What follows belongs to an exercise in optimizing a design on an open flow for small area; a production flow would make more cautious choices. In this exercise RTL edits were held to simulation tests only and were not proved equivalent to the original. Power is estimated from default activity; no workload was simulated.

`flow/design.v`:
```
`timescale 1ns / 1ps
module rise_detect(
    input clk,
    input rst,
    input d,
    output rise
);
reg d_q;
always @(posedge clk) begin
    if(rst)
        d_q <= 0;
    else
        d_q <= d;
end
assign rise = d & ~d_q;
endmodule
`timescale 1ns / 1ps
module divider
#(parameter COUNT = 32'd499)
(
	input clk,
    input rst,
    input en,
    output divided_clk
    );
reg [31:0] count;
reg div_temp;
always @(posedge clk) begin
    if(rst) begin
        count <= 0;
        div_temp <= 0;
    end else if(en) begin
        count <= count + 1;
	    if(count == COUNT)
	    begin
	       count <= 0;
	       div_temp <= ~div_temp;
	    end
    end
end 
assign divided_clk = div_temp;
endmodule
`timescale 1ns / 1ps
module eight_bit_counter
#(parameter COUNT = 5)
(
    input wire clk,
    input wire rst,
    input wire tick,
    input wire reset_count,
    output wire rollover,
    output wire [7:0] count_out
);
reg int_rollover;
reg [7:0] int_count;
always @(posedge clk) begin
    if(rst || reset_count) begin
        int_count <= 0;
        int_rollover <= 0;
    end else if(tick) begin
        if(int_count == COUNT) begin
            int_count <= 0;
            int_rollover <= 1;
        end else begin
            int_count <= int_count + 1;
            int_rollover <= 0;
        end
    end 
end
assign rollover = int_rollover;
assign count_out = int_count;
endmodule
`timescale 1ns / 1ps
module bin_to_decimal(
	input [15:0] B,
	output reg [19:0] bcdout
	);
	reg [35:0] z;
	integer i;
always @(*)
  begin
    for(i = 0; i <= 35; i = i+1)
	z[i] = 0;
    z[18:3] = B;  
    repeat(13)
	 begin
	if(z[19:16] > 4)	
		z[19:16] = z[19:16] + 3;
	if(z[23:20] > 4) 	
		z[23:20] = z[23:20] + 3;
	if(z[27:24] > 4) 	
		z[27:24] = z[27:24] + 3;
	if(z[31:28] > 4) 	
		z[31:28] = z[31:28] + 3;
	if(z[35:32] > 4) 	
		z[35:32] = z[35:32] + 3;
	z[35:1] = z[34:0];
    end      
    bcdout = z[35:16]; 
  end         
endmodule
`timescale 1ns / 1ps
module increment_selector(
input selector,
input in_0,
input in_1,
output signal
    );
reg signal_temp;
always @(*) begin
    if(selector) begin
        signal_temp <= in_0;
    end else begin
        signal_temp <= in_1;
    end
end
assign signal = signal_temp;
endmodule
`timescale 1ns / 1ps
module count_time(
input master_clock,
input rst,
input set_time,
input increment_hours,
input increment_minutes,
output [5:0] raw_value_mins,
output [5:0] raw_value_hrs,
output [7:0] hours_bcd,
output [7:0] minutes_bcd,
output [7:0] seconds_bcd
    );
wire minutes_increment;
wire hours_increment;
wire seconds_ticker;
wire minutes_ticker;
wire hours_ticker;
wire [7:0] seconds_raw_value;
wire [7:0] minutes_raw_value;
wire [7:0] hours_raw_value;
wire seconds_tick;
wire minutes_tick;
wire hours_tick;
assign raw_value_hrs = hours_raw_value[5:0];
assign raw_value_mins = minutes_raw_value[5:0];
divider u1(
.clk(master_clock),
.rst(rst),
.en(1'b1),
.divided_clk(seconds_ticker)
);
rise_detect u1_edge(
.clk(master_clock),
.rst(rst),
.d(seconds_ticker),
.rise(seconds_tick)
);
eight_bit_counter #(.COUNT(59)) u2 (
.clk(master_clock),
.rst(rst),
.tick(seconds_tick),
.reset_count(1'b0),
.rollover(minutes_ticker),
.count_out(seconds_raw_value[7:0])
);
increment_selector u3(
.selector(set_time),
.in_0(increment_minutes),
.in_1(minutes_ticker),
.signal(minutes_increment)
);
rise_detect u3_edge(
.clk(master_clock),
.rst(rst),
.d(minutes_increment),
.rise(minutes_tick)
);
eight_bit_counter #(.COUNT(59)) u4 (
.clk(master_clock),
.rst(rst),
.tick(minutes_tick),
.reset_count(1'b0),
.count_out(minutes_raw_value[7:0]),
.rollover(hours_ticker)
);
increment_selector u5(
.selector(set_time),
.in_0(increment_hours),
.in_1(hours_ticker),
.signal(hours_increment)
);
rise_detect u5_edge(
.clk(master_clock),
.rst(rst),
.d(hours_increment),
.rise(hours_tick)
);
eight_bit_counter #(.COUNT(23)) u6 (
.clk(master_clock),
.rst(rst),
.tick(hours_tick),
.reset_count(1'b0),
.rollover(),
.count_out(hours_raw_value)
);
bin_to_decimal u7(
.B(seconds_raw_value[7:0]),
.bcdout(seconds_bcd)
);
bin_to_decimal u8(
.B(minutes_raw_value[7:0]),
.bcdout(minutes_bcd)
);
bin_to_decimal u9(
.B(hours_raw_value[7:0]),
.bcdout(hours_bcd)
);
endmodule
`timescale 1ns / 1ps
module debounce_button(
input clk,
input rst,
input debounce_in,
output debounce_out
    );
wire q_temp1;
wire q_temp2;
wire q_temp3;
wire q_temp3_bar;
wire slow_clk;
wire slow_tick;
assign q_temp3_bar = ~q_temp3;
assign debounce_out = q_temp3_bar & q_temp2;
d_flipflop u1(
.clk(clk),
.rst(rst),
.en(slow_tick),
.D(debounce_in),
.Q(q_temp1)
);
d_flipflop u2(
.clk(clk),
.rst(rst),
.en(slow_tick),
.D(q_temp1),
.Q(q_temp2)
);
d_flipflop u3(
.clk(clk),
.rst(rst),
.en(slow_tick),
.D(q_temp2),
.Q(q_temp3)
);
divider #(.COUNT(32'd15)) u4(
.clk(clk),
.rst(rst),
.en(1'b1),
.divided_clk(slow_clk)
);
rise_detect u4_edge(
.clk(clk),
.rst(rst),
.d(slow_clk),
.rise(slow_tick)
);
endmodule
module d_flipflop(
input clk,
input rst,
input en,
input D,
output reg Q
);
always @(posedge clk)begin
    if(rst)
        Q <= 0;
    else if(en)
        Q <= D;
end
endmodule
`timescale 1ns / 1ps
module set_time(
input master_clk,
input rst,
input change_selection,
input increment_selection,
output reg set_minutes,
output reg set_hours
    );
reg previous_change_selection_state;
reg previous_increment_selection_state;
reg mode;
always @(posedge master_clk) begin
    if(rst) begin
        mode <= 0;
        previous_change_selection_state <= 0;
    end else if(change_selection && !previous_change_selection_state) begin
        mode <= ~mode;
        previous_change_selection_state <= 1;
    end else if (!change_selection && previous_change_selection_state) begin
        mode <= mode;
        previous_change_selection_state <= 0;
    end else begin
        mode <= mode;
        previous_change_selection_state <= previous_change_selection_state;
    end
end
always @(posedge master_clk) begin
    if(rst) begin
        set_minutes <= 0;
        set_hours <= 0;
        previous_increment_selection_state <= 0;
    end else if(increment_selection && (!previous_increment_selection_state)) begin
        if(mode) begin
             set_minutes <= 1;
             set_hours <= 0;         
        end else begin
             set_minutes <= 0;
             set_hours <= 1;   
        end
        previous_increment_selection_state <= 1;
    end else if(!increment_selection && previous_increment_selection_state) begin
        set_minutes <= 0;
        set_hours <= 0; 
        previous_increment_selection_state <= 0;
    end else begin
        set_minutes <= 0;
        set_hours <= 0; 
        previous_increment_selection_state <= previous_increment_selection_state;
    end    
end    
endmodule
`timescale 1ns / 1ps
module stopwatch(
input master_clock,
input rst,
input enable,
input trigger,
input reset,
output [7:0] seconds_bcd,
output [7:0] milliseconds_bcd
    );
reg master_clock_mux;
reg trigger_enable;
reg previous_state;
wire milliseconds_tick;
wire seconds_tick;
wire milliseconds_ticker;
wire seconds_ticker;
wire [7:0] milliseconds_raw_value;
wire [7:0] seconds_raw_value;
always @(posedge master_clock) begin
    if(rst) begin
        trigger_enable <= 0;
        previous_state <= 0;
    end else if(trigger && !previous_state) begin
        trigger_enable <= ~trigger_enable;
        previous_state <= 1;
    end else if (!trigger && previous_state) begin
        trigger_enable <= trigger_enable;
        previous_state <= 0;
    end else begin
        trigger_enable <= trigger_enable;
        previous_state <= previous_state;
    end
end
always @(*) begin
    if(enable && trigger_enable) begin
        master_clock_mux = 1'b1;
    end
    else begin
        master_clock_mux = 1'b0;
    end
end
divider #(.COUNT(32'd4)) u1(
.clk(master_clock),
.rst(rst),
.en(master_clock_mux),
.divided_clk(milliseconds_ticker)
);
rise_detect u1_edge(
.clk(master_clock),
.rst(rst),
.d(milliseconds_ticker),
.rise(milliseconds_tick)
);
eight_bit_counter #(.COUNT(99)) u2 (
.clk(master_clock),
.rst(rst),
.tick(milliseconds_tick),
.reset_count(reset),
.count_out(milliseconds_raw_value[7:0]),
.rollover(seconds_ticker)
);
rise_detect u2_edge(
.clk(master_clock),
.rst(rst),
.d(seconds_ticker),
.rise(seconds_tick)
);
eight_bit_counter #(.COUNT(99)) u3 (
.clk(master_clock),
.rst(rst),
.tick(seconds_tick),
.rollover(),
.reset_count(reset),
.count_out(seconds_raw_value[7:0])
);
bin_to_decimal u4(
.B(milliseconds_raw_value[7:0]),
.bcdout(milliseconds_bcd)
);
bin_to_decimal u5(
.B(seconds_raw_value[7:0]),
.bcdout(seconds_bcd)
);
endmodule
`timescale 1ns / 1ps
module alarm(
input [5:0] alarm_mins,
input [5:0] alarm_hours,
input [5:0] mins_value,
input [5:0] hours_value,
output reg [15:0] flash
    );
always @(*) begin
    if((mins_value == alarm_mins) && (hours_value == alarm_hours)) begin
        flash <= 16'b1111111111111111;
    end else begin
        flash <= 0;
    end
end    
endmodule
`timescale 1ns / 1ps
module converter(
input [1:0] converter_input,
output reg [3:0] converter_output
    );
always @(*) begin
    case(converter_input)
        2'b00 : converter_output <= 4'b0001;
        2'b01 : converter_output <= 4'b0010;
        2'b10 : converter_output <= 4'b0100;
        default : converter_output <= 4'b1000;
    endcase
end   
endmodule
`timescale 1ns / 1ps
module mux
(
input selector,
input [15:0] group0,
input [15:0] group1,
output [15:0] group_out
);
reg [15:0] group_temp;    
assign group_out[15:0] = group_temp[15:0];  
always @(*) begin
    if(selector == 0) begin
        group_temp[15:0] <= group0[15:0];
    end
    else begin
        group_temp[15:0] <= group1[15:0];
    end
end    
endmodule
`timescale 1ns / 1ps
module display_demux(
input [1:0] mode,
input [15:0] clock_module_bcd,
input [15:0] stop_watch_bcd,
input [15:0] set_alarm_bcd,
output reg [15:0] output_bcd
);
always @(*) begin
    case(mode)
        2'b00 : output_bcd <= clock_module_bcd;
        2'b01 : output_bcd <= stop_watch_bcd;
        2'b10 : output_bcd <= clock_module_bcd;
        default : output_bcd <= set_alarm_bcd;
    endcase
end
endmodule
`timescale 1ns / 1ps
module seg7decimal(
	 input [15:0] x,
    input clk,
    input rst,
    input clr,
    output reg [6:0] a_to_g,
    output reg [3:0] an,
    output wire dp 
	 );
wire [1:0] s;	 
reg [3:0] digit;
wire [3:0] aen;
reg [3:0] clkdiv;
assign dp = 1;
assign s = clkdiv[3:2];
assign aen = 4'b1111;  
always @(posedge clk) 
	if (rst) digit <= 4'd0; else
	case(s)
	0:digit <= x[3:0];  
	1:digit <= x[7:4];  
	2:digit <= x[11:8];  
	3:digit <= x[15:12];  
	default:digit <= x[3:0];
	endcase
	always @(*)
case(digit)
0:a_to_g = 7'b1000000; 
1:a_to_g = 7'b1111001; 
2:a_to_g = 7'b0100100; 
3:a_to_g = 7'b0110000; 
4:a_to_g = 7'b0011001; 
5:a_to_g = 7'b0010010; 
6:a_to_g = 7'b0000010; 
7:a_to_g = 7'b1111000; 
8:a_to_g = 7'b0000000; 
9:a_to_g = 7'b0010000; 
'hA:a_to_g = 7'b0111111;  
'hB:a_to_g = 7'b1111111;  
'hC:a_to_g = 7'b1110111;
default: a_to_g = 7'b0000000;  
endcase
always @(*)begin
an=4'b1111;
if(aen[s] == 1)
an[s] = 0;
end
always @(posedge clk) begin
if ( clr == 1 || rst == 1)
clkdiv <= 0;
else
clkdiv <= clkdiv+1;
end
endmodule
`timescale 1ns / 1ps
 module Basys3_Abacus_Top(
	 input clk,
	 input rst,
    input btnC,
    input btnR,
    input btnU,
    input [15:0] sw,
     output [6:0] seg,
     output dp,
     output [3:0] an,
     output [15:0] led
 );
wire[15:0] seven_seg_input;
wire[15:0] clock_module_mux_output;
wire[15:0] joiner;
wire [7:0] hours_bcd;
wire [7:0] minutes_bcd;
wire [7:0] seconds_bcd;
wire [7:0] stopwatch_ms_bcd;
wire [7:0] stopwatch_s_bcd;
wire clock_mode;
wire stop_watch_mode;
wire set_time_mode;
wire set_alarm_mode;
wire set_time_inc_mins;
wire set_time_inc_hours;
wire [5:0] raw_value_mins;
wire [5:0] raw_value_hrs;
wire btnC_debounced;
wire btnU_debounced;
wire btnR_debounced;
debounce_button u_btnc(
.clk(clk),
.rst(rst),
.debounce_in(btnC),
.debounce_out(btnC_debounced)
);
debounce_button u_btnu(
.clk(clk),
.rst(rst),
.debounce_in(btnU),
.debounce_out(btnU_debounced)
);
debounce_button u_btnR(
.clk(clk),
.rst(rst),
.debounce_in(btnR),
.debounce_out(btnR_debounced)
);
converter u_mode(
.converter_input({sw[1],sw[0]}),
.converter_output({set_alarm_mode, set_time_mode, stop_watch_mode, clock_mode})
);
alarm u_alarm(
.alarm_mins(sw[9:4]),
.alarm_hours(sw[15:10]),
.mins_value(raw_value_mins),
.hours_value(raw_value_hrs),
.flash(led)
);
count_time u1(
.master_clock(clk),
.rst(rst),
.set_time(set_time_mode),
.increment_hours(set_time_inc_hours),
.increment_minutes(set_time_inc_mins),
.raw_value_mins(raw_value_mins),
.raw_value_hrs(raw_value_hrs),
.hours_bcd(hours_bcd),
.minutes_bcd(minutes_bcd),
.seconds_bcd(seconds_bcd)
);
mux u2(
.selector(btnC),
.group0({hours_bcd[7:0], minutes_bcd[7:0]}),
.group1(seconds_bcd[7:0]),
.group_out(clock_module_mux_output[15:0])
);
stopwatch u3
(
.master_clock(clk),
.rst(rst),
.enable(stop_watch_mode),
.trigger(btnC_debounced),
.reset(btnR_debounced),
.seconds_bcd(stopwatch_s_bcd),
.milliseconds_bcd(stopwatch_ms_bcd)
);
set_time u_set_time(
.master_clk(clk),
.rst(rst),
.change_selection(btnR_debounced),
.increment_selection(btnU_debounced),
.set_minutes(set_time_inc_mins),
.set_hours(set_time_inc_hours)
    );
display_demux u_display_demux(
.mode({sw[1],sw[0]}),
.clock_module_bcd(clock_module_mux_output),
.stop_watch_bcd({stopwatch_s_bcd, stopwatch_ms_bcd}),
.set_alarm_bcd(16'd0),
.output_bcd(seven_seg_input)
);
seg7decimal u5 (
.x(seven_seg_input[15:0]),
.clk(clk),
.rst(rst),
.clr(1'b0),
.a_to_g(seg),
.an(an),
.dp(dp)
);
endmodule
```
`flow/run.sh`:
```
#!/bin/bash
# synth_recipe.tcl (not shown) runs the flow's synth.tcl, then flattens the netlist and writes it again
# the make line also repeats each setting of config.mk as NAME=value (left out here)
make -C /OpenROAD-flow-scripts/flow DESIGN_CONFIG=/design/flow/config.mk WORK_HOME=/design/flow/orfs CLKGATE_MAP_FILE= SYNTH_SCRIPT=/design/flow/synth_recipe.tcl finish
```
`flow/config.mk`:
```
export PLATFORM = sky130hd
export DESIGN_NAME = Basys3_Abacus_Top
export DESIGN_NICKNAME = Basys3_Abacus_Top
export VERILOG_FILES = /design/flow/design.v
export SDC_FILE = /design/flow/constraint.sdc
export NUM_CORES = 4
export LEC_CHECK = 0
export CAP_MARGIN = 20
export CORE_MARGIN = 2
export CORE_UTILIZATION = 40
export SLEW_MARGIN = 20
```
`flow/constraint.sdc`:
```
create_clock -name core_clock -period 10.0 [get_ports {clk}]
set_input_delay 2.0000 -clock core_clock [delete_from_list [all_inputs] [get_ports {clk}]]
set_output_delay 2.0000 -clock core_clock [all_outputs]
set_load 0.01 [all_outputs]
```
==> impl_metrics.json <==
{
  "hold_path_startpoint": "u5.clkdiv[0]",
  "synth_nets": 2139,
  "worst_pin_slew_ns": 0.992,
  "drc": 0,
  "slowest_stage": "or4_1",
  "max_stage_delay_ns": 0.52,
  "grt_pass1_wl_mm": 62.7,
  "fillers": 3997,
  "hold_slack_ns": 0.439,
  "p_comb_share_pct": 3.1,
  "maxCapViolCount": 0,
  "post_dp_cell_area_um2": 16700,
  "grt_max_degree": 60,
  "synth.avg_cell_area_um2": 7.90,
  "synth_edf_count": 0,
  "seqCellArea_um2": 4860,
  "wl_per_cell_um": 14.6,
  "syn_area_um2": 16100,
  "synthDistinctLibCells": 101,
  "placementRows": 73,
  "r2r_end": "seg[1]",
  "critical_path.max_fanout": 8,
  "maxSlewViolCount": 0,
  "grt_overflow": 0,
  "clkSlewWorstSetupHoldPaths_ns": 0.06,
  "die_w_um": 205,
  "synth_ff_type": "dfxtp_1",
  "port-buffer-count": 45,
  "cts_root_buf": "clkbuf_16",
  "setup_tns_ns": 0,
  "cts_num_sinks": 243,
  "arrival_ns": 6.93,
  "cts-htree-levels": 1,
  "cts.path.max_buffers": 3,
  "p_sw_share_pct": 22.5,
  "core_um2": 39700,
  "fin_crit_ns": 6.45,
  "period_share_pct": 64.5,
  "dieHeight_um": 205,
  "hold_end": "u5.clkdiv[0]",
  "yosys_warnings": 28,
  "start_util_pct": 40.5,
  "setup_viol": 0,
  "critPathMostFrequentCell": "ha_1",
  "final_cells": 2557,
  "rr_startpoint": "u3.u2.int_count[5]",
  "vdd_drop_max_mv": 0.100,
  "vias_per_cell": 5.53,
  "hold_buffers": 0,
  "gp_congestion": 0.851,
  "grtUsageTotal_pct": 17.6,
  "power_switching_uw": 476,
  "whs_path_depth": 1,
  "clkPwrFrac_pct": 50.5,
  "dp_cells": 2504,
  "cellLeakagePower_uw": 0.00649,
  "cts_tree": "built",
  "multi_input_area_um2": 10400,
  "slew_headroom_pct": 33.7,
  "critPathLaunchType": "register",
  "syn_inst": 2037,
  "antenna_cells": 0,
  "yosys.area.top_type": "dfxtp_1",
  "pin_count": 49,
  "synth_area_leaders": "dfxtp_1 (30%), nor2_1 (7.4%), ha_1 (6.3%)",
  "endpoint_kind": "register",
  "drive_gt1_share_pct": 4.87,
  "setup_slack_ns": 3.55,
  "status": "complete, no violations",
  "reg2reg_slack_ns": 3.55,
  "clk_latency_ns": 0.58,
  "cts_resized": 0,
  "place_ws_ns": 3.63,
  "p_seq_share_pct": 46.4,
  "finalHoldViolCount": 0,
  "num_vias": 14100,
  "critical_path_required_ns": 10.48,
  "syn2layout_area_growth_pct": 10.2,
  "async_reset_ff_share_pct": 0,
  "crit_type": "register to register",
  "antenna_found_initial": 0,
  "fmax_mhz": 155,
  "cts_buffers": 30,
  "dp_hpwl_mm": 26.7,
  "rr_worst_depth": 30,
  "finalNetCount": 2113,
  "drt_pass1_iterations": 5,
  "cts_setup_buffers": 0,
  "die_area_um2": 41800,
  "rsz0062_at_grt": "no",
  "skew_ns": 0.0400,
  "wirelength_mm": 37.2,
  "antenna_left": 0,
  "synth-seq-cells": 243,
  "p_int_uw": 1640,
  "first_iter_violations": 962,
  "synth_top_cell_area_share_pct": 30.2,
  "hp-class": "register to register",
  "grt_pass1_vias": 13000,
  "power.density_nw_per_um2": 119,
  "yosysSeqAreaShare_pct": 30.2,
  "design_area_um2": 17700
}
Yosys cell counts, types with 29 or more instances:
master	count
o21ai_0	60
nand2b_1	29
xor2_1	112
ha_1	81
nand2_1	134
clkbuf_1	77
mux2i_1	41
xnor2_1	100
nand3_1	94
and3_1	45
nor3_1	41
nand4_1	56
dfxtp_1	243
nor4_1	45
nor2_1	318
a21oi_1	77
inv_1	76
power groups by stage:
stage               logic, uW  registers [uW]  clock network (uW)
floorplan                41.7            1000                   0
global placement         65.1            1000                   0
detailed placement       65.6            1000                   0
CTS                      66.0             981                1100
global route             72.7             982                1140
finish                   65.0             982                1070
worst max-delay path by stage:
stage / endpoint / cells after the start / slack [ns] / start
CTS: seg[1] / 30 / 3.58 / u3.u2.int_count[5]
floorplan: seg[1] / 30 / 4.31 / u3.u2.int_count[5]
global route: seg[6] / 28 / 3.07 / u3.u2.int_count[5]
finish: seg[1] / 30 / 3.55 / u3.u2.int_count[5]
detailed placement: seg[4] / 28 / 3.63 / u3.u2.int_count[5]
global placement: seg[4] / 30 / 3.77 / u3.u2.int_count[5]
placed cells by master, fill, tap and decap left out, types with 10 or more instances in the layout:
cell,count
a211oi_1,12
a21oi_1,77
a221o_1,10
a221oi_1,11
a31oi_1,19
and2_1,12
and3_1,45
and4_1,12
clkbuf_16,30
clkdlybuf4s50_1,44
dfxtp_1,243
ha_1,81
inv_1,76
mux2i_1,41
nand2_1,134
nand2b_1,29
nand3_1,94
nand4_1,56
nor2_1,318
nor2b_1,27
nor3_1,40
nor4_1,45
o211ai_1,18
o21ai_0,60
o21ai_1,10
o31ai_1,13
or2_2,16
or3_1,27
or4_1,13
xnor2_1,100
xor2_1,112
worst max-delay path, delay by kind of cell (launching register included):
family	cells	cell delay, ns
AOI/OAI and AO/OA	7	1.31
xor gates and xnor gates	2	0.35
adders and majority gates	7	1.57
buffers and inverters	4	0.40
DFF	1	0.47
muxes	2	0.39
and+or+nand+nor	8	1.89
per-stage QoR:
stage	total power, uW	utilization (%)
after floorplan	1040	-
after global placement	1070	42.2
after detailed placement	1070	42.2
after CTS	2150	44.6
after global routing	2200	44.6
final	2110	44.6
cell type report:
type | count | share of cell area [%]
tap | 525 | 3.70
inverter | 79 | 1.67
sequential | 243 | 27.4
timing repair buffer | 51 | 2.76
clock inverter | 8 | 0.557
clock buffer | 45 | 5.00
multi-input combinational | 1606 | 58.9
cell families (layout without fill, tap and decap cells):
family / Yosys count / count (layout) / synth area share (%)
other: 1 / 1 / 0.0233
buffers and inverters: 188 / 183 / 4.88
DFF: 243 / 243 / 30.2
xor gates and xnor gates: 218 / 218 / 12.2
muxes: 46 / 46 / 2.90
AOI/OAI and AO/OA: 359 / 359 / 15.8
adders and majority gates: 81 / 81 / 6.30
and+or+nand+nor: 901 / 901 / 27.7
registers in the layout, summed over array words and instances (netlist names), 4 cells and up:
name	count
u_btnR.u4.count	32
u3.u2.int_count	8
u1.u4.int_count	8
u5.clkdiv	4
u1.u6.int_count	8
u1.u2.int_count	8
u_btnu.u4.count	32
u1.u1.count	32
u3.u1.count	32
u3.u3.int_count	8
seg	7
u_btnc.u4.count	32
metal layers:
layer | routed length, um | global-route usage (%)
met4 | 842 | 4.43
met3 | 1580 | 2.78
met2 | 16200 | 28.0
met1 | 18600 | 24.7
met5 | 0 | 0

## static timing again, ports no longer ideal
The results above use ideal ports. As a check the final layout listed here was re-extracted and re-timed, cells and wires unchanged.
Step 1 sets driving cells, clkbuf_16 on the clock port and buf_2 on the other inputs (assumed; they add their load-dependent delay and slew).
Step 2, shift: input delay + t, output delay - t, t = (earliest + latest rising clock arrival at the registers) / 2. This alone moves slack from input paths to output paths.
a / b / c = no drivers / after step 1 / after step 2; a / b = the first two.
t, ns: 0.621
setup WS [ns]: 3.549 / 3.549 / 3.549
worst setup path at the end: register to register
latest minus earliest clock arrival (ns): 0.044 / 0.043
worst register clock-pin slew, ns: 0.06 / 0.06
After both steps this run still meets setup and hold. For this run, drivers alone change the setup slack by 0.000 ns; drivers and shift together by 0.000 ns.
